Source: an optimization exercise on an open RTL-to-GDS flow (aim: small area and a short achievable clock period). Production flows keep margins and buffers that such runs may drop.
The RTL was checked by simulation tests, not by an equivalence proof against the original design.
No activity file was given, so power comes from the tool's default toggle rates.

File: design/flow/config.mk
export PLATFORM = sky130hd
export DESIGN_NAME = game_2048
export DESIGN_NICKNAME = game_2048
export VERILOG_FILES = /design/flow/design.v
export SDC_FILE = /design/flow/constraint.sdc
export NUM_CORES = 4
export LEC_CHECK = 0
export ABC_AREA = 1
export CAP_MARGIN = 20
export CORE_MARGIN = 2
export CORE_UTILIZATION = 40
export SLEW_MARGIN = 20
File: design/flow/constraint.sdc
create_clock -name core_clock -period 11.0 [get_ports {clk}]
set_input_delay 2.2000 -clock core_clock [delete_from_list [all_inputs] [get_ports {clk}]]
set_output_delay 2.2000 -clock core_clock [all_outputs]
set_load 0.01 [all_outputs]
File: design/flow/standard.sh
#!/bin/bash
# synth_recipe.tcl (not shown) runs the flow's synth.tcl, then flattens the netlist and writes it again
# the make line also repeats each setting of config.mk as NAME=value (left out here)
make -C /OpenROAD-flow-scripts/flow DESIGN_CONFIG=/design/flow/config.mk WORK_HOME=/design/flow/orfs CLKGATE_MAP_FILE= SYNTH_SCRIPT=/design/flow/synth_recipe.tcl "${@:-finish}"
File: design/flow/design.v
`timescale 1ns / 1ps
module StartGame(
   input wire start,
   output wire [63:0] Board
    );
   assign Board = 64'h0100_0000_0000_0010;
endmodule
`timescale 1ns / 1ps
module CheckBoard(
   input wire [63:0] slots,
   input wire [15:0] nz,
   input wire [23:0] adj_eq,
   output wire over,
   output wire full,
   output wire success
    );
   wire [15:0] is11;
   genvar k;
   generate for (k = 0; k < 16; k = k + 1) begin : g
      assign is11[k] = (slots[4*k +: 4] == 4'd11);
   end endgenerate
   assign full = &nz;
   assign success = |is11;
   assign over = full & ~(|adj_eq);
endmodule
`timescale 1ns / 1ps
module LineCtl(
   input wire [3:0] nz,
   input wire [3:0] f15,
   input wire E0, E1, E2,
   output wire s0_0, s0_1, s0_2, s0_3, s1_1, s1_2, s1_3, s2_2, s2_3, s3_3,
   output wire m0, m1, m2,
   output wire [3:0] occ
    );
   wire M0 = E0;
   wire A1 = nz[1] & M0;
   wire M1 = E1 & ~A1;
   wire A2 = nz[1] ? M1 : M0;
   wire M2 = E2 & ~A2;
   wire A3 = nz[2] ? M2 : nz[1] ? M1 : M0;
   wire K0 = nz[0] & ~(M0 & f15[0]);
   wire K1 = nz[1] & ~A1 & ~(M1 & f15[1]);
   wire K2 = nz[2] & ~A2 & ~(M2 & f15[2]);
   wire K3 = nz[3] & ~A3;
   wire b1_1 = K0;
   wire b2_1 = K0 | K1, b2_2 = K0 & K1;
   wire b3_1 = b2_1 | K2, b3_2 = b2_2 | (b2_1 & K2), b3_3 = b2_2 & K2;
   assign s0_0 = K0;
   assign s0_1 = K1 & ~b1_1;
   assign s0_2 = K2 & ~b2_1;
   assign s0_3 = K3 & ~b3_1;
   assign s1_1 = K1 & b1_1;
   assign s1_2 = K2 & b2_1 & ~b2_2;
   assign s1_3 = K3 & b3_1 & ~b3_2;
   assign s2_2 = K2 & b2_2;
   assign s2_3 = K3 & b3_2 & ~b3_3;
   assign s3_3 = K3 & b3_3;
   assign m0 = (s0_0 & M0) | (s0_1 & M1) | (s0_2 & M2);
   assign m1 = (s1_1 & M1) | (s1_2 & M2);
   assign m2 = s2_2 & M2;
   assign occ = {K3 & b3_3, b3_3 | (K3 & b3_2), b3_2 | (K3 & b3_1), b3_1 | K3};
endmodule
module Event(
   input wire [63:0] slots,
   input wire dR, dL, dU, dD,         
   input wire hold, ld, st,           
   input wire [63:0] load_board,
   input wire [63:0] init_board,
   output wire [63:0] next,           
   output wire [15:0] nz,
   output wire [23:0] adj_eq
    );
   wire [3:0] c [0:15];
   wire [15:0] f15;
   genvar k;
   generate for (k = 0; k < 16; k = k + 1) begin : gc
      assign c[k] = slots[4*k +: 4];
      assign nz[k] = |slots[4*k +: 4];
      assign f15[k] = &slots[4*k +: 4];
   end endgenerate
   wire [3:0] h0_n1 = nz[2] ? c[2] : c[3];
   wire [3:0] h0_n0 = nz[1] ? c[1] : h0_n1;
   wire h0_NE0 = nz[0] & (c[0] == h0_n0);
   wire h0_NE1 = nz[1] & (c[1] == h0_n1);
   wire h0_NE2 = nz[2] & (c[2] == c[3]);
   wire h0_PE3 = nz[3] & (nz[2] ? h0_NE2 : nz[1] ? h0_NE1 : h0_NE0);
   wire h0_PE2 = nz[2] & (nz[1] ? h0_NE1 : h0_NE0);
   wire h0_PE1 = nz[1] & h0_NE0;
   wire [3:0] h1_n1 = nz[6] ? c[6] : c[7];
   wire [3:0] h1_n0 = nz[5] ? c[5] : h1_n1;
   wire h1_NE0 = nz[4] & (c[4] == h1_n0);
   wire h1_NE1 = nz[5] & (c[5] == h1_n1);
   wire h1_NE2 = nz[6] & (c[6] == c[7]);
   wire h1_PE3 = nz[7] & (nz[6] ? h1_NE2 : nz[5] ? h1_NE1 : h1_NE0);
   wire h1_PE2 = nz[6] & (nz[5] ? h1_NE1 : h1_NE0);
   wire h1_PE1 = nz[5] & h1_NE0;
   wire [3:0] h2_n1 = nz[10] ? c[10] : c[11];
   wire [3:0] h2_n0 = nz[9] ? c[9] : h2_n1;
   wire h2_NE0 = nz[8] & (c[8] == h2_n0);
   wire h2_NE1 = nz[9] & (c[9] == h2_n1);
   wire h2_NE2 = nz[10] & (c[10] == c[11]);
   wire h2_PE3 = nz[11] & (nz[10] ? h2_NE2 : nz[9] ? h2_NE1 : h2_NE0);
   wire h2_PE2 = nz[10] & (nz[9] ? h2_NE1 : h2_NE0);
   wire h2_PE1 = nz[9] & h2_NE0;
   wire [3:0] h3_n1 = nz[14] ? c[14] : c[15];
   wire [3:0] h3_n0 = nz[13] ? c[13] : h3_n1;
   wire h3_NE0 = nz[12] & (c[12] == h3_n0);
   wire h3_NE1 = nz[13] & (c[13] == h3_n1);
   wire h3_NE2 = nz[14] & (c[14] == c[15]);
   wire h3_PE3 = nz[15] & (nz[14] ? h3_NE2 : nz[13] ? h3_NE1 : h3_NE0);
   wire h3_PE2 = nz[14] & (nz[13] ? h3_NE1 : h3_NE0);
   wire h3_PE1 = nz[13] & h3_NE0;
   wire [3:0] v0_n1 = nz[8] ? c[8] : c[12];
   wire [3:0] v0_n0 = nz[4] ? c[4] : v0_n1;
   wire v0_NE0 = nz[0] & (c[0] == v0_n0);
   wire v0_NE1 = nz[4] & (c[4] == v0_n1);
   wire v0_NE2 = nz[8] & (c[8] == c[12]);
   wire v0_PE3 = nz[12] & (nz[8] ? v0_NE2 : nz[4] ? v0_NE1 : v0_NE0);
   wire v0_PE2 = nz[8] & (nz[4] ? v0_NE1 : v0_NE0);
   wire v0_PE1 = nz[4] & v0_NE0;
   wire [3:0] v1_n1 = nz[9] ? c[9] : c[13];
   wire [3:0] v1_n0 = nz[5] ? c[5] : v1_n1;
   wire v1_NE0 = nz[1] & (c[1] == v1_n0);
   wire v1_NE1 = nz[5] & (c[5] == v1_n1);
   wire v1_NE2 = nz[9] & (c[9] == c[13]);
   wire v1_PE3 = nz[13] & (nz[9] ? v1_NE2 : nz[5] ? v1_NE1 : v1_NE0);
   wire v1_PE2 = nz[9] & (nz[5] ? v1_NE1 : v1_NE0);
   wire v1_PE1 = nz[5] & v1_NE0;
   wire [3:0] v2_n1 = nz[10] ? c[10] : c[14];
   wire [3:0] v2_n0 = nz[6] ? c[6] : v2_n1;
   wire v2_NE0 = nz[2] & (c[2] == v2_n0);
   wire v2_NE1 = nz[6] & (c[6] == v2_n1);
   wire v2_NE2 = nz[10] & (c[10] == c[14]);
   wire v2_PE3 = nz[14] & (nz[10] ? v2_NE2 : nz[6] ? v2_NE1 : v2_NE0);
   wire v2_PE2 = nz[10] & (nz[6] ? v2_NE1 : v2_NE0);
   wire v2_PE1 = nz[6] & v2_NE0;
   wire [3:0] v3_n1 = nz[11] ? c[11] : c[15];
   wire [3:0] v3_n0 = nz[7] ? c[7] : v3_n1;
   wire v3_NE0 = nz[3] & (c[3] == v3_n0);
   wire v3_NE1 = nz[7] & (c[7] == v3_n1);
   wire v3_NE2 = nz[11] & (c[11] == c[15]);
   wire v3_PE3 = nz[15] & (nz[11] ? v3_NE2 : nz[7] ? v3_NE1 : v3_NE0);
   wire v3_PE2 = nz[11] & (nz[7] ? v3_NE1 : v3_NE0);
   wire v3_PE1 = nz[7] & v3_NE0;
   assign adj_eq = {h0_NE0, h0_NE1, h0_NE2, v0_NE0, v0_NE1, v0_NE2, h1_NE0, h1_NE1, h1_NE2, v1_NE0, v1_NE1, v1_NE2, h2_NE0, h2_NE1, h2_NE2, v2_NE0, v2_NE1, v2_NE2, h3_NE0, h3_NE1, h3_NE2, v3_NE0, v3_NE1, v3_NE2};
   wire R0_s0_0,R0_s0_1,R0_s0_2,R0_s0_3,R0_s1_1,R0_s1_2,R0_s1_3,R0_s2_2,R0_s2_3,R0_s3_3;
   wire R0_m0, R0_m1, R0_m2;
   wire [3:0] R0_o;
   LineCtl uR0(.nz({nz[0], nz[1], nz[2], nz[3]}), .f15({f15[0], f15[1], f15[2], f15[3]}), .E0(h0_PE3), .E1(h0_PE2), .E2(h0_PE1),
      .s0_0(R0_s0_0), .s0_1(R0_s0_1), .s0_2(R0_s0_2), .s0_3(R0_s0_3), .s1_1(R0_s1_1), .s1_2(R0_s1_2), .s1_3(R0_s1_3), .s2_2(R0_s2_2), .s2_3(R0_s2_3), .s3_3(R0_s3_3),
      .m0(R0_m0), .m1(R0_m1), .m2(R0_m2), .occ(R0_o));
   wire R1_s0_0,R1_s0_1,R1_s0_2,R1_s0_3,R1_s1_1,R1_s1_2,R1_s1_3,R1_s2_2,R1_s2_3,R1_s3_3;
   wire R1_m0, R1_m1, R1_m2;
   wire [3:0] R1_o;
   LineCtl uR1(.nz({nz[4], nz[5], nz[6], nz[7]}), .f15({f15[4], f15[5], f15[6], f15[7]}), .E0(h1_PE3), .E1(h1_PE2), .E2(h1_PE1),
      .s0_0(R1_s0_0), .s0_1(R1_s0_1), .s0_2(R1_s0_2), .s0_3(R1_s0_3), .s1_1(R1_s1_1), .s1_2(R1_s1_2), .s1_3(R1_s1_3), .s2_2(R1_s2_2), .s2_3(R1_s2_3), .s3_3(R1_s3_3),
      .m0(R1_m0), .m1(R1_m1), .m2(R1_m2), .occ(R1_o));
   wire R2_s0_0,R2_s0_1,R2_s0_2,R2_s0_3,R2_s1_1,R2_s1_2,R2_s1_3,R2_s2_2,R2_s2_3,R2_s3_3;
   wire R2_m0, R2_m1, R2_m2;
   wire [3:0] R2_o;
   LineCtl uR2(.nz({nz[8], nz[9], nz[10], nz[11]}), .f15({f15[8], f15[9], f15[10], f15[11]}), .E0(h2_PE3), .E1(h2_PE2), .E2(h2_PE1),
      .s0_0(R2_s0_0), .s0_1(R2_s0_1), .s0_2(R2_s0_2), .s0_3(R2_s0_3), .s1_1(R2_s1_1), .s1_2(R2_s1_2), .s1_3(R2_s1_3), .s2_2(R2_s2_2), .s2_3(R2_s2_3), .s3_3(R2_s3_3),
      .m0(R2_m0), .m1(R2_m1), .m2(R2_m2), .occ(R2_o));
   wire R3_s0_0,R3_s0_1,R3_s0_2,R3_s0_3,R3_s1_1,R3_s1_2,R3_s1_3,R3_s2_2,R3_s2_3,R3_s3_3;
   wire R3_m0, R3_m1, R3_m2;
   wire [3:0] R3_o;
   LineCtl uR3(.nz({nz[12], nz[13], nz[14], nz[15]}), .f15({f15[12], f15[13], f15[14], f15[15]}), .E0(h3_PE3), .E1(h3_PE2), .E2(h3_PE1),
      .s0_0(R3_s0_0), .s0_1(R3_s0_1), .s0_2(R3_s0_2), .s0_3(R3_s0_3), .s1_1(R3_s1_1), .s1_2(R3_s1_2), .s1_3(R3_s1_3), .s2_2(R3_s2_2), .s2_3(R3_s2_3), .s3_3(R3_s3_3),
      .m0(R3_m0), .m1(R3_m1), .m2(R3_m2), .occ(R3_o));
   wire L0_s0_0,L0_s0_1,L0_s0_2,L0_s0_3,L0_s1_1,L0_s1_2,L0_s1_3,L0_s2_2,L0_s2_3,L0_s3_3;
   wire L0_m0, L0_m1, L0_m2;
   wire [3:0] L0_o;
   LineCtl uL0(.nz({nz[3], nz[2], nz[1], nz[0]}), .f15({f15[3], f15[2], f15[1], f15[0]}), .E0(h0_NE0), .E1(h0_NE1), .E2(h0_NE2),
      .s0_0(L0_s0_0), .s0_1(L0_s0_1), .s0_2(L0_s0_2), .s0_3(L0_s0_3), .s1_1(L0_s1_1), .s1_2(L0_s1_2), .s1_3(L0_s1_3), .s2_2(L0_s2_2), .s2_3(L0_s2_3), .s3_3(L0_s3_3),
      .m0(L0_m0), .m1(L0_m1), .m2(L0_m2), .occ(L0_o));
   wire L1_s0_0,L1_s0_1,L1_s0_2,L1_s0_3,L1_s1_1,L1_s1_2,L1_s1_3,L1_s2_2,L1_s2_3,L1_s3_3;
   wire L1_m0, L1_m1, L1_m2;
   wire [3:0] L1_o;
   LineCtl uL1(.nz({nz[7], nz[6], nz[5], nz[4]}), .f15({f15[7], f15[6], f15[5], f15[4]}), .E0(h1_NE0), .E1(h1_NE1), .E2(h1_NE2),
      .s0_0(L1_s0_0), .s0_1(L1_s0_1), .s0_2(L1_s0_2), .s0_3(L1_s0_3), .s1_1(L1_s1_1), .s1_2(L1_s1_2), .s1_3(L1_s1_3), .s2_2(L1_s2_2), .s2_3(L1_s2_3), .s3_3(L1_s3_3),
      .m0(L1_m0), .m1(L1_m1), .m2(L1_m2), .occ(L1_o));
   wire L2_s0_0,L2_s0_1,L2_s0_2,L2_s0_3,L2_s1_1,L2_s1_2,L2_s1_3,L2_s2_2,L2_s2_3,L2_s3_3;
   wire L2_m0, L2_m1, L2_m2;
   wire [3:0] L2_o;
   LineCtl uL2(.nz({nz[11], nz[10], nz[9], nz[8]}), .f15({f15[11], f15[10], f15[9], f15[8]}), .E0(h2_NE0), .E1(h2_NE1), .E2(h2_NE2),
      .s0_0(L2_s0_0), .s0_1(L2_s0_1), .s0_2(L2_s0_2), .s0_3(L2_s0_3), .s1_1(L2_s1_1), .s1_2(L2_s1_2), .s1_3(L2_s1_3), .s2_2(L2_s2_2), .s2_3(L2_s2_3), .s3_3(L2_s3_3),
      .m0(L2_m0), .m1(L2_m1), .m2(L2_m2), .occ(L2_o));
   wire L3_s0_0,L3_s0_1,L3_s0_2,L3_s0_3,L3_s1_1,L3_s1_2,L3_s1_3,L3_s2_2,L3_s2_3,L3_s3_3;
   wire L3_m0, L3_m1, L3_m2;
   wire [3:0] L3_o;
   LineCtl uL3(.nz({nz[15], nz[14], nz[13], nz[12]}), .f15({f15[15], f15[14], f15[13], f15[12]}), .E0(h3_NE0), .E1(h3_NE1), .E2(h3_NE2),
      .s0_0(L3_s0_0), .s0_1(L3_s0_1), .s0_2(L3_s0_2), .s0_3(L3_s0_3), .s1_1(L3_s1_1), .s1_2(L3_s1_2), .s1_3(L3_s1_3), .s2_2(L3_s2_2), .s2_3(L3_s2_3), .s3_3(L3_s3_3),
      .m0(L3_m0), .m1(L3_m1), .m2(L3_m2), .occ(L3_o));
   wire U0_s0_0,U0_s0_1,U0_s0_2,U0_s0_3,U0_s1_1,U0_s1_2,U0_s1_3,U0_s2_2,U0_s2_3,U0_s3_3;
   wire U0_m0, U0_m1, U0_m2;
   wire [3:0] U0_o;
   LineCtl uU0(.nz({nz[12], nz[8], nz[4], nz[0]}), .f15({f15[12], f15[8], f15[4], f15[0]}), .E0(v0_NE0), .E1(v0_NE1), .E2(v0_NE2),
      .s0_0(U0_s0_0), .s0_1(U0_s0_1), .s0_2(U0_s0_2), .s0_3(U0_s0_3), .s1_1(U0_s1_1), .s1_2(U0_s1_2), .s1_3(U0_s1_3), .s2_2(U0_s2_2), .s2_3(U0_s2_3), .s3_3(U0_s3_3),
      .m0(U0_m0), .m1(U0_m1), .m2(U0_m2), .occ(U0_o));
   wire U1_s0_0,U1_s0_1,U1_s0_2,U1_s0_3,U1_s1_1,U1_s1_2,U1_s1_3,U1_s2_2,U1_s2_3,U1_s3_3;
   wire U1_m0, U1_m1, U1_m2;
   wire [3:0] U1_o;
   LineCtl uU1(.nz({nz[13], nz[9], nz[5], nz[1]}), .f15({f15[13], f15[9], f15[5], f15[1]}), .E0(v1_NE0), .E1(v1_NE1), .E2(v1_NE2),
      .s0_0(U1_s0_0), .s0_1(U1_s0_1), .s0_2(U1_s0_2), .s0_3(U1_s0_3), .s1_1(U1_s1_1), .s1_2(U1_s1_2), .s1_3(U1_s1_3), .s2_2(U1_s2_2), .s2_3(U1_s2_3), .s3_3(U1_s3_3),
      .m0(U1_m0), .m1(U1_m1), .m2(U1_m2), .occ(U1_o));
   wire U2_s0_0,U2_s0_1,U2_s0_2,U2_s0_3,U2_s1_1,U2_s1_2,U2_s1_3,U2_s2_2,U2_s2_3,U2_s3_3;
   wire U2_m0, U2_m1, U2_m2;
   wire [3:0] U2_o;
   LineCtl uU2(.nz({nz[14], nz[10], nz[6], nz[2]}), .f15({f15[14], f15[10], f15[6], f15[2]}), .E0(v2_NE0), .E1(v2_NE1), .E2(v2_NE2),
      .s0_0(U2_s0_0), .s0_1(U2_s0_1), .s0_2(U2_s0_2), .s0_3(U2_s0_3), .s1_1(U2_s1_1), .s1_2(U2_s1_2), .s1_3(U2_s1_3), .s2_2(U2_s2_2), .s2_3(U2_s2_3), .s3_3(U2_s3_3),
      .m0(U2_m0), .m1(U2_m1), .m2(U2_m2), .occ(U2_o));
   wire U3_s0_0,U3_s0_1,U3_s0_2,U3_s0_3,U3_s1_1,U3_s1_2,U3_s1_3,U3_s2_2,U3_s2_3,U3_s3_3;
   wire U3_m0, U3_m1, U3_m2;
   wire [3:0] U3_o;
   LineCtl uU3(.nz({nz[15], nz[11], nz[7], nz[3]}), .f15({f15[15], f15[11], f15[7], f15[3]}), .E0(v3_NE0), .E1(v3_NE1), .E2(v3_NE2),
      .s0_0(U3_s0_0), .s0_1(U3_s0_1), .s0_2(U3_s0_2), .s0_3(U3_s0_3), .s1_1(U3_s1_1), .s1_2(U3_s1_2), .s1_3(U3_s1_3), .s2_2(U3_s2_2), .s2_3(U3_s2_3), .s3_3(U3_s3_3),
      .m0(U3_m0), .m1(U3_m1), .m2(U3_m2), .occ(U3_o));
   wire D0_s0_0,D0_s0_1,D0_s0_2,D0_s0_3,D0_s1_1,D0_s1_2,D0_s1_3,D0_s2_2,D0_s2_3,D0_s3_3;
   wire D0_m0, D0_m1, D0_m2;
   wire [3:0] D0_o;
   LineCtl uD0(.nz({nz[0], nz[4], nz[8], nz[12]}), .f15({f15[0], f15[4], f15[8], f15[12]}), .E0(v0_PE3), .E1(v0_PE2), .E2(v0_PE1),
      .s0_0(D0_s0_0), .s0_1(D0_s0_1), .s0_2(D0_s0_2), .s0_3(D0_s0_3), .s1_1(D0_s1_1), .s1_2(D0_s1_2), .s1_3(D0_s1_3), .s2_2(D0_s2_2), .s2_3(D0_s2_3), .s3_3(D0_s3_3),
      .m0(D0_m0), .m1(D0_m1), .m2(D0_m2), .occ(D0_o));
   wire D1_s0_0,D1_s0_1,D1_s0_2,D1_s0_3,D1_s1_1,D1_s1_2,D1_s1_3,D1_s2_2,D1_s2_3,D1_s3_3;
   wire D1_m0, D1_m1, D1_m2;
   wire [3:0] D1_o;
   LineCtl uD1(.nz({nz[1], nz[5], nz[9], nz[13]}), .f15({f15[1], f15[5], f15[9], f15[13]}), .E0(v1_PE3), .E1(v1_PE2), .E2(v1_PE1),
      .s0_0(D1_s0_0), .s0_1(D1_s0_1), .s0_2(D1_s0_2), .s0_3(D1_s0_3), .s1_1(D1_s1_1), .s1_2(D1_s1_2), .s1_3(D1_s1_3), .s2_2(D1_s2_2), .s2_3(D1_s2_3), .s3_3(D1_s3_3),
      .m0(D1_m0), .m1(D1_m1), .m2(D1_m2), .occ(D1_o));
   wire D2_s0_0,D2_s0_1,D2_s0_2,D2_s0_3,D2_s1_1,D2_s1_2,D2_s1_3,D2_s2_2,D2_s2_3,D2_s3_3;
   wire D2_m0, D2_m1, D2_m2;
   wire [3:0] D2_o;
   LineCtl uD2(.nz({nz[2], nz[6], nz[10], nz[14]}), .f15({f15[2], f15[6], f15[10], f15[14]}), .E0(v2_PE3), .E1(v2_PE2), .E2(v2_PE1),
      .s0_0(D2_s0_0), .s0_1(D2_s0_1), .s0_2(D2_s0_2), .s0_3(D2_s0_3), .s1_1(D2_s1_1), .s1_2(D2_s1_2), .s1_3(D2_s1_3), .s2_2(D2_s2_2), .s2_3(D2_s2_3), .s3_3(D2_s3_3),
      .m0(D2_m0), .m1(D2_m1), .m2(D2_m2), .occ(D2_o));
   wire D3_s0_0,D3_s0_1,D3_s0_2,D3_s0_3,D3_s1_1,D3_s1_2,D3_s1_3,D3_s2_2,D3_s2_3,D3_s3_3;
   wire D3_m0, D3_m1, D3_m2;
   wire [3:0] D3_o;
   LineCtl uD3(.nz({nz[3], nz[7], nz[11], nz[15]}), .f15({f15[3], f15[7], f15[11], f15[15]}), .E0(v3_PE3), .E1(v3_PE2), .E2(v3_PE1),
      .s0_0(D3_s0_0), .s0_1(D3_s0_1), .s0_2(D3_s0_2), .s0_3(D3_s0_3), .s1_1(D3_s1_1), .s1_2(D3_s1_2), .s1_3(D3_s1_3), .s2_2(D3_s2_2), .s2_3(D3_s2_3), .s3_3(D3_s3_3),
      .m0(D3_m0), .m1(D3_m1), .m2(D3_m2), .occ(D3_o));
   wire [15:0] occR = {R3_o[0], R3_o[1], R3_o[2], R3_o[3], R2_o[0], R2_o[1], R2_o[2], R2_o[3], R1_o[0], R1_o[1], R1_o[2], R1_o[3], R0_o[0], R0_o[1], R0_o[2], R0_o[3]};
   wire [15:0] occL = {L3_o[3], L3_o[2], L3_o[1], L3_o[0], L2_o[3], L2_o[2], L2_o[1], L2_o[0], L1_o[3], L1_o[2], L1_o[1], L1_o[0], L0_o[3], L0_o[2], L0_o[1], L0_o[0]};
   wire [15:0] occU = {U3_o[3], U2_o[3], U1_o[3], U0_o[3], U3_o[2], U2_o[2], U1_o[2], U0_o[2], U3_o[1], U2_o[1], U1_o[1], U0_o[1], U3_o[0], U2_o[0], U1_o[0], U0_o[0]};
   wire [15:0] occD = {D3_o[0], D2_o[0], D1_o[0], D0_o[0], D3_o[1], D2_o[1], D1_o[1], D0_o[1], D3_o[2], D2_o[2], D1_o[2], D0_o[2], D3_o[3], D2_o[3], D1_o[3], D0_o[3]};
   function [15:0] first_empty(input [15:0] o);
      integer i;
      reg f;
      begin
         f = 1'b1;
         for (i = 0; i < 16; i = i + 1) begin
            first_empty[i] = f & ~o[i];
            f = f & o[i];
         end
      end
   endfunction
   wire [3:0] fR = first_empty({12'hfff, occR[12], occR[8], occR[4], occR[0]});
   wire [15:0] tR = {3'b000, fR[3], 3'b000, fR[2], 3'b000, fR[1], 3'b000, fR[0]};
   wire [15:0] tD = {12'h000, first_empty({12'hfff, occD[3:0]})};
   wire [15:0] tL = first_empty(occL);
   wire [15:0] tU = first_empty(occU);
   wire g0_0 = (dR & R0_s3_3) | (dL & L0_s0_0) | (dU & U0_s0_0) | (dD & D0_s3_3) | hold;
   wire g0_1 = (dL & L0_s0_1);
   wire g0_2 = (dL & L0_s0_2);
   wire g0_3 = (dL & L0_s0_3);
   wire g0_4 = (dU & U0_s0_1);
   wire g0_8 = (dU & U0_s0_2);
   wire g0_12 = (dU & U0_s0_3);
   wire [3:0] sel0 = ({4{g0_0}} & c[0]) | ({4{g0_1}} & c[1]) | ({4{g0_2}} & c[2]) | ({4{g0_3}} & c[3]) | ({4{g0_4}} & c[4]) | ({4{g0_8}} & c[8]) | ({4{g0_12}} & c[12]) | ({4{ld}} & load_board[3:0]);
   wire mg0 = (dL & L0_m0) | (dU & U0_m0);
   wire t0 = (dR & tR[0]) | (dL & tL[0]) | (dU & tU[0]) | (dD & tD[0]);
   assign next[3:0] = (sel0 + {3'b000, mg0}) | {3'b000, t0} | ({4{st}} & init_board[3:0]);
   wire g1_0 = (dR & R0_s2_3);
   wire g1_1 = (dR & R0_s2_2) | (dL & L0_s1_1) | (dU & U1_s0_0) | (dD & D1_s3_3) | hold;
   wire g1_2 = (dL & L0_s1_2);
   wire g1_3 = (dL & L0_s1_3);
   wire g1_5 = (dU & U1_s0_1);
   wire g1_9 = (dU & U1_s0_2);
   wire g1_13 = (dU & U1_s0_3);
   wire [3:0] sel1 = ({4{g1_0}} & c[0]) | ({4{g1_1}} & c[1]) | ({4{g1_2}} & c[2]) | ({4{g1_3}} & c[3]) | ({4{g1_5}} & c[5]) | ({4{g1_9}} & c[9]) | ({4{g1_13}} & c[13]) | ({4{ld}} & load_board[7:4]);
   wire mg1 = (dR & R0_m2) | (dL & L0_m1) | (dU & U1_m0);
   wire t1 = (dR & tR[1]) | (dL & tL[1]) | (dU & tU[1]) | (dD & tD[1]);
   assign next[7:4] = (sel1 + {3'b000, mg1}) | {3'b000, t1} | ({4{st}} & init_board[7:4]);
   wire g2_0 = (dR & R0_s1_3);
   wire g2_1 = (dR & R0_s1_2);
   wire g2_2 = (dR & R0_s1_1) | (dL & L0_s2_2) | (dU & U2_s0_0) | (dD & D2_s3_3) | hold;
   wire g2_3 = (dL & L0_s2_3);
   wire g2_6 = (dU & U2_s0_1);
   wire g2_10 = (dU & U2_s0_2);
   wire g2_14 = (dU & U2_s0_3);
   wire [3:0] sel2 = ({4{g2_0}} & c[0]) | ({4{g2_1}} & c[1]) | ({4{g2_2}} & c[2]) | ({4{g2_3}} & c[3]) | ({4{g2_6}} & c[6]) | ({4{g2_10}} & c[10]) | ({4{g2_14}} & c[14]) | ({4{ld}} & load_board[11:8]);
   wire mg2 = (dR & R0_m1) | (dL & L0_m2) | (dU & U2_m0);
   wire t2 = (dR & tR[2]) | (dL & tL[2]) | (dU & tU[2]) | (dD & tD[2]);
   assign next[11:8] = (sel2 + {3'b000, mg2}) | {3'b000, t2} | ({4{st}} & init_board[11:8]);
   wire g3_0 = (dR & R0_s0_3);
   wire g3_1 = (dR & R0_s0_2);
   wire g3_2 = (dR & R0_s0_1);
   wire g3_3 = (dR & R0_s0_0) | (dL & L0_s3_3) | (dU & U3_s0_0) | (dD & D3_s3_3) | hold;
   wire g3_7 = (dU & U3_s0_1);
   wire g3_11 = (dU & U3_s0_2);
   wire g3_15 = (dU & U3_s0_3);
   wire [3:0] sel3 = ({4{g3_0}} & c[0]) | ({4{g3_1}} & c[1]) | ({4{g3_2}} & c[2]) | ({4{g3_3}} & c[3]) | ({4{g3_7}} & c[7]) | ({4{g3_11}} & c[11]) | ({4{g3_15}} & c[15]) | ({4{ld}} & load_board[15:12]);
   wire mg3 = (dR & R0_m0) | (dU & U3_m0);
   wire t3 = (dR & tR[3]) | (dL & tL[3]) | (dU & tU[3]) | (dD & tD[3]);
   assign next[15:12] = (sel3 + {3'b000, mg3}) | {3'b000, t3} | ({4{st}} & init_board[15:12]);
   wire g4_0 = (dD & D0_s2_3);
   wire g4_4 = (dR & R1_s3_3) | (dL & L1_s0_0) | (dU & U0_s1_1) | (dD & D0_s2_2) | hold;
   wire g4_5 = (dL & L1_s0_1);
   wire g4_6 = (dL & L1_s0_2);
   wire g4_7 = (dL & L1_s0_3);
   wire g4_8 = (dU & U0_s1_2);
   wire g4_12 = (dU & U0_s1_3);
   wire [3:0] sel4 = ({4{g4_0}} & c[0]) | ({4{g4_4}} & c[4]) | ({4{g4_5}} & c[5]) | ({4{g4_6}} & c[6]) | ({4{g4_7}} & c[7]) | ({4{g4_8}} & c[8]) | ({4{g4_12}} & c[12]) | ({4{ld}} & load_board[19:16]);
   wire mg4 = (dL & L1_m0) | (dU & U0_m1) | (dD & D0_m2);
   wire t4 = (dR & tR[4]) | (dL & tL[4]) | (dU & tU[4]) | (dD & tD[4]);
   assign next[19:16] = (sel4 + {3'b000, mg4}) | {3'b000, t4} | ({4{st}} & init_board[19:16]);
   wire g5_1 = (dD & D1_s2_3);
   wire g5_4 = (dR & R1_s2_3);
   wire g5_5 = (dR & R1_s2_2) | (dL & L1_s1_1) | (dU & U1_s1_1) | (dD & D1_s2_2) | hold;
   wire g5_6 = (dL & L1_s1_2);
   wire g5_7 = (dL & L1_s1_3);
   wire g5_9 = (dU & U1_s1_2);
   wire g5_13 = (dU & U1_s1_3);
   wire [3:0] sel5 = ({4{g5_1}} & c[1]) | ({4{g5_4}} & c[4]) | ({4{g5_5}} & c[5]) | ({4{g5_6}} & c[6]) | ({4{g5_7}} & c[7]) | ({4{g5_9}} & c[9]) | ({4{g5_13}} & c[13]) | ({4{ld}} & load_board[23:20]);
   wire mg5 = (dR & R1_m2) | (dL & L1_m1) | (dU & U1_m1) | (dD & D1_m2);
   wire t5 = (dR & tR[5]) | (dL & tL[5]) | (dU & tU[5]) | (dD & tD[5]);
   assign next[23:20] = (sel5 + {3'b000, mg5}) | {3'b000, t5} | ({4{st}} & init_board[23:20]);
   wire g6_2 = (dD & D2_s2_3);
   wire g6_4 = (dR & R1_s1_3);
   wire g6_5 = (dR & R1_s1_2);
   wire g6_6 = (dR & R1_s1_1) | (dL & L1_s2_2) | (dU & U2_s1_1) | (dD & D2_s2_2) | hold;
   wire g6_7 = (dL & L1_s2_3);
   wire g6_10 = (dU & U2_s1_2);
   wire g6_14 = (dU & U2_s1_3);
   wire [3:0] sel6 = ({4{g6_2}} & c[2]) | ({4{g6_4}} & c[4]) | ({4{g6_5}} & c[5]) | ({4{g6_6}} & c[6]) | ({4{g6_7}} & c[7]) | ({4{g6_10}} & c[10]) | ({4{g6_14}} & c[14]) | ({4{ld}} & load_board[27:24]);
   wire mg6 = (dR & R1_m1) | (dL & L1_m2) | (dU & U2_m1) | (dD & D2_m2);
   wire t6 = (dR & tR[6]) | (dL & tL[6]) | (dU & tU[6]) | (dD & tD[6]);
   assign next[27:24] = (sel6 + {3'b000, mg6}) | {3'b000, t6} | ({4{st}} & init_board[27:24]);
   wire g7_3 = (dD & D3_s2_3);
   wire g7_4 = (dR & R1_s0_3);
   wire g7_5 = (dR & R1_s0_2);
   wire g7_6 = (dR & R1_s0_1);
   wire g7_7 = (dR & R1_s0_0) | (dL & L1_s3_3) | (dU & U3_s1_1) | (dD & D3_s2_2) | hold;
   wire g7_11 = (dU & U3_s1_2);
   wire g7_15 = (dU & U3_s1_3);
   wire [3:0] sel7 = ({4{g7_3}} & c[3]) | ({4{g7_4}} & c[4]) | ({4{g7_5}} & c[5]) | ({4{g7_6}} & c[6]) | ({4{g7_7}} & c[7]) | ({4{g7_11}} & c[11]) | ({4{g7_15}} & c[15]) | ({4{ld}} & load_board[31:28]);
   wire mg7 = (dR & R1_m0) | (dU & U3_m1) | (dD & D3_m2);
   wire t7 = (dR & tR[7]) | (dL & tL[7]) | (dU & tU[7]) | (dD & tD[7]);
   assign next[31:28] = (sel7 + {3'b000, mg7}) | {3'b000, t7} | ({4{st}} & init_board[31:28]);
   wire g8_0 = (dD & D0_s1_3);
   wire g8_4 = (dD & D0_s1_2);
   wire g8_8 = (dR & R2_s3_3) | (dL & L2_s0_0) | (dU & U0_s2_2) | (dD & D0_s1_1) | hold;
   wire g8_9 = (dL & L2_s0_1);
   wire g8_10 = (dL & L2_s0_2);
   wire g8_11 = (dL & L2_s0_3);
   wire g8_12 = (dU & U0_s2_3);
   wire [3:0] sel8 = ({4{g8_0}} & c[0]) | ({4{g8_4}} & c[4]) | ({4{g8_8}} & c[8]) | ({4{g8_9}} & c[9]) | ({4{g8_10}} & c[10]) | ({4{g8_11}} & c[11]) | ({4{g8_12}} & c[12]) | ({4{ld}} & load_board[35:32]);
   wire mg8 = (dL & L2_m0) | (dU & U0_m2) | (dD & D0_m1);
   wire t8 = (dR & tR[8]) | (dL & tL[8]) | (dU & tU[8]) | (dD & tD[8]);
   assign next[35:32] = (sel8 + {3'b000, mg8}) | {3'b000, t8} | ({4{st}} & init_board[35:32]);
   wire g9_1 = (dD & D1_s1_3);
   wire g9_5 = (dD & D1_s1_2);
   wire g9_8 = (dR & R2_s2_3);
   wire g9_9 = (dR & R2_s2_2) | (dL & L2_s1_1) | (dU & U1_s2_2) | (dD & D1_s1_1) | hold;
   wire g9_10 = (dL & L2_s1_2);
   wire g9_11 = (dL & L2_s1_3);
   wire g9_13 = (dU & U1_s2_3);
   wire [3:0] sel9 = ({4{g9_1}} & c[1]) | ({4{g9_5}} & c[5]) | ({4{g9_8}} & c[8]) | ({4{g9_9}} & c[9]) | ({4{g9_10}} & c[10]) | ({4{g9_11}} & c[11]) | ({4{g9_13}} & c[13]) | ({4{ld}} & load_board[39:36]);
   wire mg9 = (dR & R2_m2) | (dL & L2_m1) | (dU & U1_m2) | (dD & D1_m1);
   wire t9 = (dR & tR[9]) | (dL & tL[9]) | (dU & tU[9]) | (dD & tD[9]);
   assign next[39:36] = (sel9 + {3'b000, mg9}) | {3'b000, t9} | ({4{st}} & init_board[39:36]);
   wire g10_2 = (dD & D2_s1_3);
   wire g10_6 = (dD & D2_s1_2);
   wire g10_8 = (dR & R2_s1_3);
   wire g10_9 = (dR & R2_s1_2);
   wire g10_10 = (dR & R2_s1_1) | (dL & L2_s2_2) | (dU & U2_s2_2) | (dD & D2_s1_1) | hold;
   wire g10_11 = (dL & L2_s2_3);
   wire g10_14 = (dU & U2_s2_3);
   wire [3:0] sel10 = ({4{g10_2}} & c[2]) | ({4{g10_6}} & c[6]) | ({4{g10_8}} & c[8]) | ({4{g10_9}} & c[9]) | ({4{g10_10}} & c[10]) | ({4{g10_11}} & c[11]) | ({4{g10_14}} & c[14]) | ({4{ld}} & load_board[43:40]);
   wire mg10 = (dR & R2_m1) | (dL & L2_m2) | (dU & U2_m2) | (dD & D2_m1);
   wire t10 = (dR & tR[10]) | (dL & tL[10]) | (dU & tU[10]) | (dD & tD[10]);
   assign next[43:40] = (sel10 + {3'b000, mg10}) | {3'b000, t10} | ({4{st}} & init_board[43:40]);
   wire g11_3 = (dD & D3_s1_3);
   wire g11_7 = (dD & D3_s1_2);
   wire g11_8 = (dR & R2_s0_3);
   wire g11_9 = (dR & R2_s0_2);
   wire g11_10 = (dR & R2_s0_1);
   wire g11_11 = (dR & R2_s0_0) | (dL & L2_s3_3) | (dU & U3_s2_2) | (dD & D3_s1_1) | hold;
   wire g11_15 = (dU & U3_s2_3);
   wire [3:0] sel11 = ({4{g11_3}} & c[3]) | ({4{g11_7}} & c[7]) | ({4{g11_8}} & c[8]) | ({4{g11_9}} & c[9]) | ({4{g11_10}} & c[10]) | ({4{g11_11}} & c[11]) | ({4{g11_15}} & c[15]) | ({4{ld}} & load_board[47:44]);
   wire mg11 = (dR & R2_m0) | (dU & U3_m2) | (dD & D3_m1);
   wire t11 = (dR & tR[11]) | (dL & tL[11]) | (dU & tU[11]) | (dD & tD[11]);
   assign next[47:44] = (sel11 + {3'b000, mg11}) | {3'b000, t11} | ({4{st}} & init_board[47:44]);
   wire g12_0 = (dD & D0_s0_3);
   wire g12_4 = (dD & D0_s0_2);
   wire g12_8 = (dD & D0_s0_1);
   wire g12_12 = (dR & R3_s3_3) | (dL & L3_s0_0) | (dU & U0_s3_3) | (dD & D0_s0_0) | hold;
   wire g12_13 = (dL & L3_s0_1);
   wire g12_14 = (dL & L3_s0_2);
   wire g12_15 = (dL & L3_s0_3);
   wire [3:0] sel12 = ({4{g12_0}} & c[0]) | ({4{g12_4}} & c[4]) | ({4{g12_8}} & c[8]) | ({4{g12_12}} & c[12]) | ({4{g12_13}} & c[13]) | ({4{g12_14}} & c[14]) | ({4{g12_15}} & c[15]) | ({4{ld}} & load_board[51:48]);
   wire mg12 = (dL & L3_m0) | (dD & D0_m0);
   wire t12 = (dR & tR[12]) | (dL & tL[12]) | (dU & tU[12]) | (dD & tD[12]);
   assign next[51:48] = (sel12 + {3'b000, mg12}) | {3'b000, t12} | ({4{st}} & init_board[51:48]);
   wire g13_1 = (dD & D1_s0_3);
   wire g13_5 = (dD & D1_s0_2);
   wire g13_9 = (dD & D1_s0_1);
   wire g13_12 = (dR & R3_s2_3);
   wire g13_13 = (dR & R3_s2_2) | (dL & L3_s1_1) | (dU & U1_s3_3) | (dD & D1_s0_0) | hold;
   wire g13_14 = (dL & L3_s1_2);
   wire g13_15 = (dL & L3_s1_3);
   wire [3:0] sel13 = ({4{g13_1}} & c[1]) | ({4{g13_5}} & c[5]) | ({4{g13_9}} & c[9]) | ({4{g13_12}} & c[12]) | ({4{g13_13}} & c[13]) | ({4{g13_14}} & c[14]) | ({4{g13_15}} & c[15]) | ({4{ld}} & load_board[55:52]);
   wire mg13 = (dR & R3_m2) | (dL & L3_m1) | (dD & D1_m0);
   wire t13 = (dR & tR[13]) | (dL & tL[13]) | (dU & tU[13]) | (dD & tD[13]);
   assign next[55:52] = (sel13 + {3'b000, mg13}) | {3'b000, t13} | ({4{st}} & init_board[55:52]);
   wire g14_2 = (dD & D2_s0_3);
   wire g14_6 = (dD & D2_s0_2);
   wire g14_10 = (dD & D2_s0_1);
   wire g14_12 = (dR & R3_s1_3);
   wire g14_13 = (dR & R3_s1_2);
   wire g14_14 = (dR & R3_s1_1) | (dL & L3_s2_2) | (dU & U2_s3_3) | (dD & D2_s0_0) | hold;
   wire g14_15 = (dL & L3_s2_3);
   wire [3:0] sel14 = ({4{g14_2}} & c[2]) | ({4{g14_6}} & c[6]) | ({4{g14_10}} & c[10]) | ({4{g14_12}} & c[12]) | ({4{g14_13}} & c[13]) | ({4{g14_14}} & c[14]) | ({4{g14_15}} & c[15]) | ({4{ld}} & load_board[59:56]);
   wire mg14 = (dR & R3_m1) | (dL & L3_m2) | (dD & D2_m0);
   wire t14 = (dR & tR[14]) | (dL & tL[14]) | (dU & tU[14]) | (dD & tD[14]);
   assign next[59:56] = (sel14 + {3'b000, mg14}) | {3'b000, t14} | ({4{st}} & init_board[59:56]);
   wire g15_3 = (dD & D3_s0_3);
   wire g15_7 = (dD & D3_s0_2);
   wire g15_11 = (dD & D3_s0_1);
   wire g15_12 = (dR & R3_s0_3);
   wire g15_13 = (dR & R3_s0_2);
   wire g15_14 = (dR & R3_s0_1);
   wire g15_15 = (dR & R3_s0_0) | (dL & L3_s3_3) | (dU & U3_s3_3) | (dD & D3_s0_0) | hold;
   wire [3:0] sel15 = ({4{g15_3}} & c[3]) | ({4{g15_7}} & c[7]) | ({4{g15_11}} & c[11]) | ({4{g15_12}} & c[12]) | ({4{g15_13}} & c[13]) | ({4{g15_14}} & c[14]) | ({4{g15_15}} & c[15]) | ({4{ld}} & load_board[63:60]);
   wire mg15 = (dR & R3_m0) | (dD & D3_m0);
   wire t15 = (dR & tR[15]) | (dL & tL[15]) | (dU & tU[15]) | (dD & tD[15]);
   assign next[63:60] = (sel15 + {3'b000, mg15}) | {3'b000, t15} | ({4{st}} & init_board[63:60]);
endmodule
`timescale 1ns / 1ps
module game_2048(
   input wire clk,
   input wire [3:0] btn,
   input wire start,
   input wire load,
   input wire [63:0] load_board,
   output wire [63:0] Board_out,
   output wire full,
   output wire ifEnd,
   output wire success
    );
   reg [63:0] temp;
   wire [63:0] InitialBoard;
   wire [63:0] next;
   wire [15:0] nz;
   wire [23:0] adj_eq;
   wire st = start;
   wire ld = ~start & load;
   wire mv = ~start & ~load;
   wire dR = mv & btn[0];
   wire dL = mv & ~btn[0] & btn[1];
   wire dU = mv & ~btn[0] & ~btn[1] & btn[2];
   wire dD = mv & ~btn[0] & ~btn[1] & ~btn[2] & btn[3];
   wire hold = mv & ~(|btn);
   StartGame d0(.start(start), .Board(InitialBoard));
   Event d1(.slots(temp), .dR(dR), .dL(dL), .dU(dU), .dD(dD), .hold(hold), .ld(ld), .st(st),
            .load_board(load_board), .init_board(InitialBoard), .next(next), .nz(nz), .adj_eq(adj_eq));
   CheckBoard d2(.slots(temp), .nz(nz), .adj_eq(adj_eq), .over(ifEnd), .full(full), .success(success));
   always @(posedge clk)
      temp <= next;
   assign Board_out = temp;
endmodule
File: design/flow/flow/run.sh
#!/bin/bash
# Layout flow: the standard flow with small port buffers and a timing repair
# that aims for 5.8 ns of setup slack (the clock period and constraints are unchanged).
export BUFFER_PORTS_ARGS="-buffer_cell sky130_fd_sc_hd__buf_1"
export SETUP_SLACK_MARGIN=5.8
bash standard.sh > standard.log 2>&1
==> results.ini <==
[critical_path]
r2r_slack_ps = 6180
endpoint_kind = primary output
cp_max_fo = 8
criticalPathCategory = flip-flop to primary output
start_kind = flip-flop
critPathArrivalTime_ps = 3230
required_ps = 8800

[route]
vias = 21400
drc = 0
wl_per_cell_um = 30.5
drt_pre_antenna_iters = 7
wirelength_mm = 100
via_per_inst = 6.52
drtIter0Drc = 3124
ant_nets = 0

[clocking]
ctsRootBufferMaster = clkbuf_16
cts_buffers = 9
cts.sinks = 64
cts_buffer_depth = 2
htree_num_levels = 3
cts_tree = yes
cts.clk_slew.worst_paths_ps = 80
clock_latency_ps = 390

[global_routing]
grt_pass1_vias = 19500
track_usage = 0.508
grt_pass1_wl_mm = 138
grt_max_degree = 42
grt_antenna_before_repair = 5
overflow = 0

[cells_and_area]
largest_register_ffs = 64
final_area_um2 = 16300
nets = 2911
syn2layout_area_growth_pct = 12.6
top_regs = temp (64)
top_register = temp
fillers = 3990
drive_gt1_frac = 0.165

[pwr]
cell_internal_pwr_uw = 795
switching_share = 0.632
leakagePower_uw = 0.00766
power.total_uw = 2160
clockPowerShare = 0.144
seqPwrFrac = 0.141
ir_drop_v = 0.0000979
power.density_nw_per_um2 = 133
power_frac_comb = 0.715
switching_power_uw = 1360

[floorplanning]
die_w_um = 194
coreArea_um2 = 35600
start_util = 0.406
die_area_um2 = 37700
fp.dieH_um = 194
pin_count = 138
num_rows = 69

[placement]
place_ws_ps = 5190
portBuffers = 137
dp_hpwl_mm = 77.3
placed_area_um2 = 15400
place.gp.congestion = 1.17

[logic_synthesis]
ys_seq_elements = 64
ys_types = 69
yosys_warnings = 2
syn_area_um2 = 14500
syn_inst = 2658
synth-seq-area-share = 0.0887
synth_area_per_cell_um2 = 5.44
synth_fp_nets = 2761

[sta]
period_share = 0.494
worst_pin_slew_ps = 1180
slew_headroom = 0.207
setup-tns-final_ps = 0
final.setup.worst_slack_ps = 5570
skew_ps = 15.7
slew_violations = 0
setup_viol = 0
fmax_mhz = 184
fin_crit_ps = 5430
rsz0062_at_grt = true
hold_viol = 0

[flow_run]
maxCapViolCount = 0

[worst_hold_path]
hold_path_class = flip-flop to flip-flop

[status]
status = complete, no violations

## placed cells by master, fill, tap and decap left out, drive strengths merged, types with 2 or more instances in the layout
cell type,netlist,layout
a21oi,66,66
nand3b,13,13
o21ai,61,61
clkbuf,27,11
o311ai,2,2
xor2,34,34
dfxtp,64,64
o22ai,12,12
nor3,73,73
inv,300,287
nand2,897,897
nand4,119,119
a221oi,12,12
o221ai,10,10
o211ai,18,18
or2,7,7
xnor2,17,17
buf,69,235
o2111ai,20,20
diode,0,5
nor2,412,412
a22o,2,2
clkinv,8,11
a31oi,7,7
clkinvlp,0,15
nor4,24,24
a22oi,12,12
o31ai,3,3
o2bb2ai,4,4
a211oi,9,9
nand3,314,314
ha,32,32
## path summary, 6_finish.rpt
| check | start | to | cells after the start |
|---|---|---|---|
| worst min-delay path | temp[51] | temp[51] | 5 |
| worst max register to register | temp[9] | temp[12] | 18 |
| worst min register to register | temp[51] | temp[51] | 5 |
| worst max-delay path | temp[63] | ifEnd | 14 |
## stage by stage
stage | utilization | hold WS, ps | cells
after detailed placement | 0.433 | 788 | 3218
final | 0.458 | 824 | 3279
after global placement | 0.433 | 786 | 3218
after CTS | 0.448 | 803 | 3249
after global routing | 0.457 | 866 | 3274
after floorplan | - | 728 | 2658
## power by group through the flow
stage	sequential (uW)	clock (uW)	combinational, uW
detailed placement	301	0	1400
CTS	298	309	1420
finish	304	312	1540
global route	302	315	1610
global placement	300	0	1390
floorplan	282	0	961
## worst max-delay path: stages (launching register included)
cell,delay [ps]
dfxtp_1,690
buf_4,330
nand3_1,90
nand2_1,130
nand2_1,80
nand2_1,80
nand2_1,50
nand2_1,130
nor2_4,50
nand3_4,80
nand2_2,120
nor3_2,300
nand4_1,210
nor4_4,300
buf_1,190
## cell usage after synthesis, drive strengths merged
cell	count	share of area
dfxtp	64	0.089
a21boi	1	0.00052
a2111oi	1	0.00061
nand4	119	0.055
xnor2	17	0.010
nand3	314	0.13
o21bai	1	0.00052
clkinv	8	0.0026
or2	7	0.0030
a211oi	9	0.0047
a31oi	7	0.0030
xor2	34	0.021
a21oi	66	0.023
o32ai	1	0.00061
o2111ai	20	0.012
inv	300	0.078
o31ai	3	0.0016
nor2	412	0.13
and2	1	0.00043
nand3b	13	0.0068
o2bb2ai	4	0.0024
o221a	1	0.00078
o221ai	10	0.0061
nor3	73	0.030
a22oi	12	0.0062
o311ai	2	0.0012
a32oi	1	0.00061
ha	32	0.028
nor3b	1	0.00087
o211ai	18	0.010
o22ai	12	0.0052
clkbuf	27	0.0074
a22o	2	0.0012
nand2	897	0.25
buf	69	0.033
a311oi	1	0.00061
nor4	24	0.010
a41oi	1	0.00061
o21ai	61	0.023
a221oi	12	0.0073
## kinds of logic after synthesis
kind of cell | share of synthesized area
AOI/OAI and AO/OA | 0.112
xor gates and xnor gates | 0.0314
adders and majority gates | 0.0277
buffers and inverters | 0.121
DFF | 0.0887
and+or+nand+nor | 0.619
## layer usage
layer  wire length, um  vias up  global-route usage
li1                  -     9104                   -
met1             35800     9748               0.610
met2             39000     1971               0.714
met3             15800      545               0.210
met4              9300        2               0.387
met5               108        -              0.0204
## cell type report
class	count	area, um^2	area share
Clock buffer	11	243	0.0149
Clock inverter	5	32.5	0.00200
Inverter	308	1230	0.0758
Multi-Input combinational cell	2190	11600	0.711
Antenna cell	5	12.5	0.000769
Sequential cell	64	1310	0.0803
Timing Repair Buffer	235	1290	0.0795
Tap cell	461	577	0.0354
## repair_timing
item | 4_1_cts | 5_1_grt
setup endpoints to repair | 26 | 12
hold buffers | 0 | 0
pin swaps | 1 | 2
gates resized for setup | 39 | 32
buffers inserted | 15 | 25

[what the ideal ports hide]
How much do the figures lean on ideal ports? The routed layout below was timed once more, with nothing changed but the port constraints.
Step 1: set_driving_cell puts a clkbuf_16 on clk and a buf_2 on each other input, an assumption about the parent block.
Step 2, shift: input delay + t, output delay - t, t = (earliest + latest rising clock arrival at the registers) / 2. This alone moves slack from input paths to output paths.
Slacks: ideal / step 1 / step 2; pairs: ideal / step 1.
shift t [ns]: 0.442
setup slack, ns: 5.567 / 5.508 / 5.332
worst hold slack (ns): 0.824 / 0.824 / 0.824
latest minus earliest clock arrival (ns): 0.016 / 0.015
worst slew at a driven data input, ns: 0.05
After both steps this run still meets setup and hold. For this run, drivers alone change the setup slack by -0.059 ns; drivers and shift together by -0.235 ns.
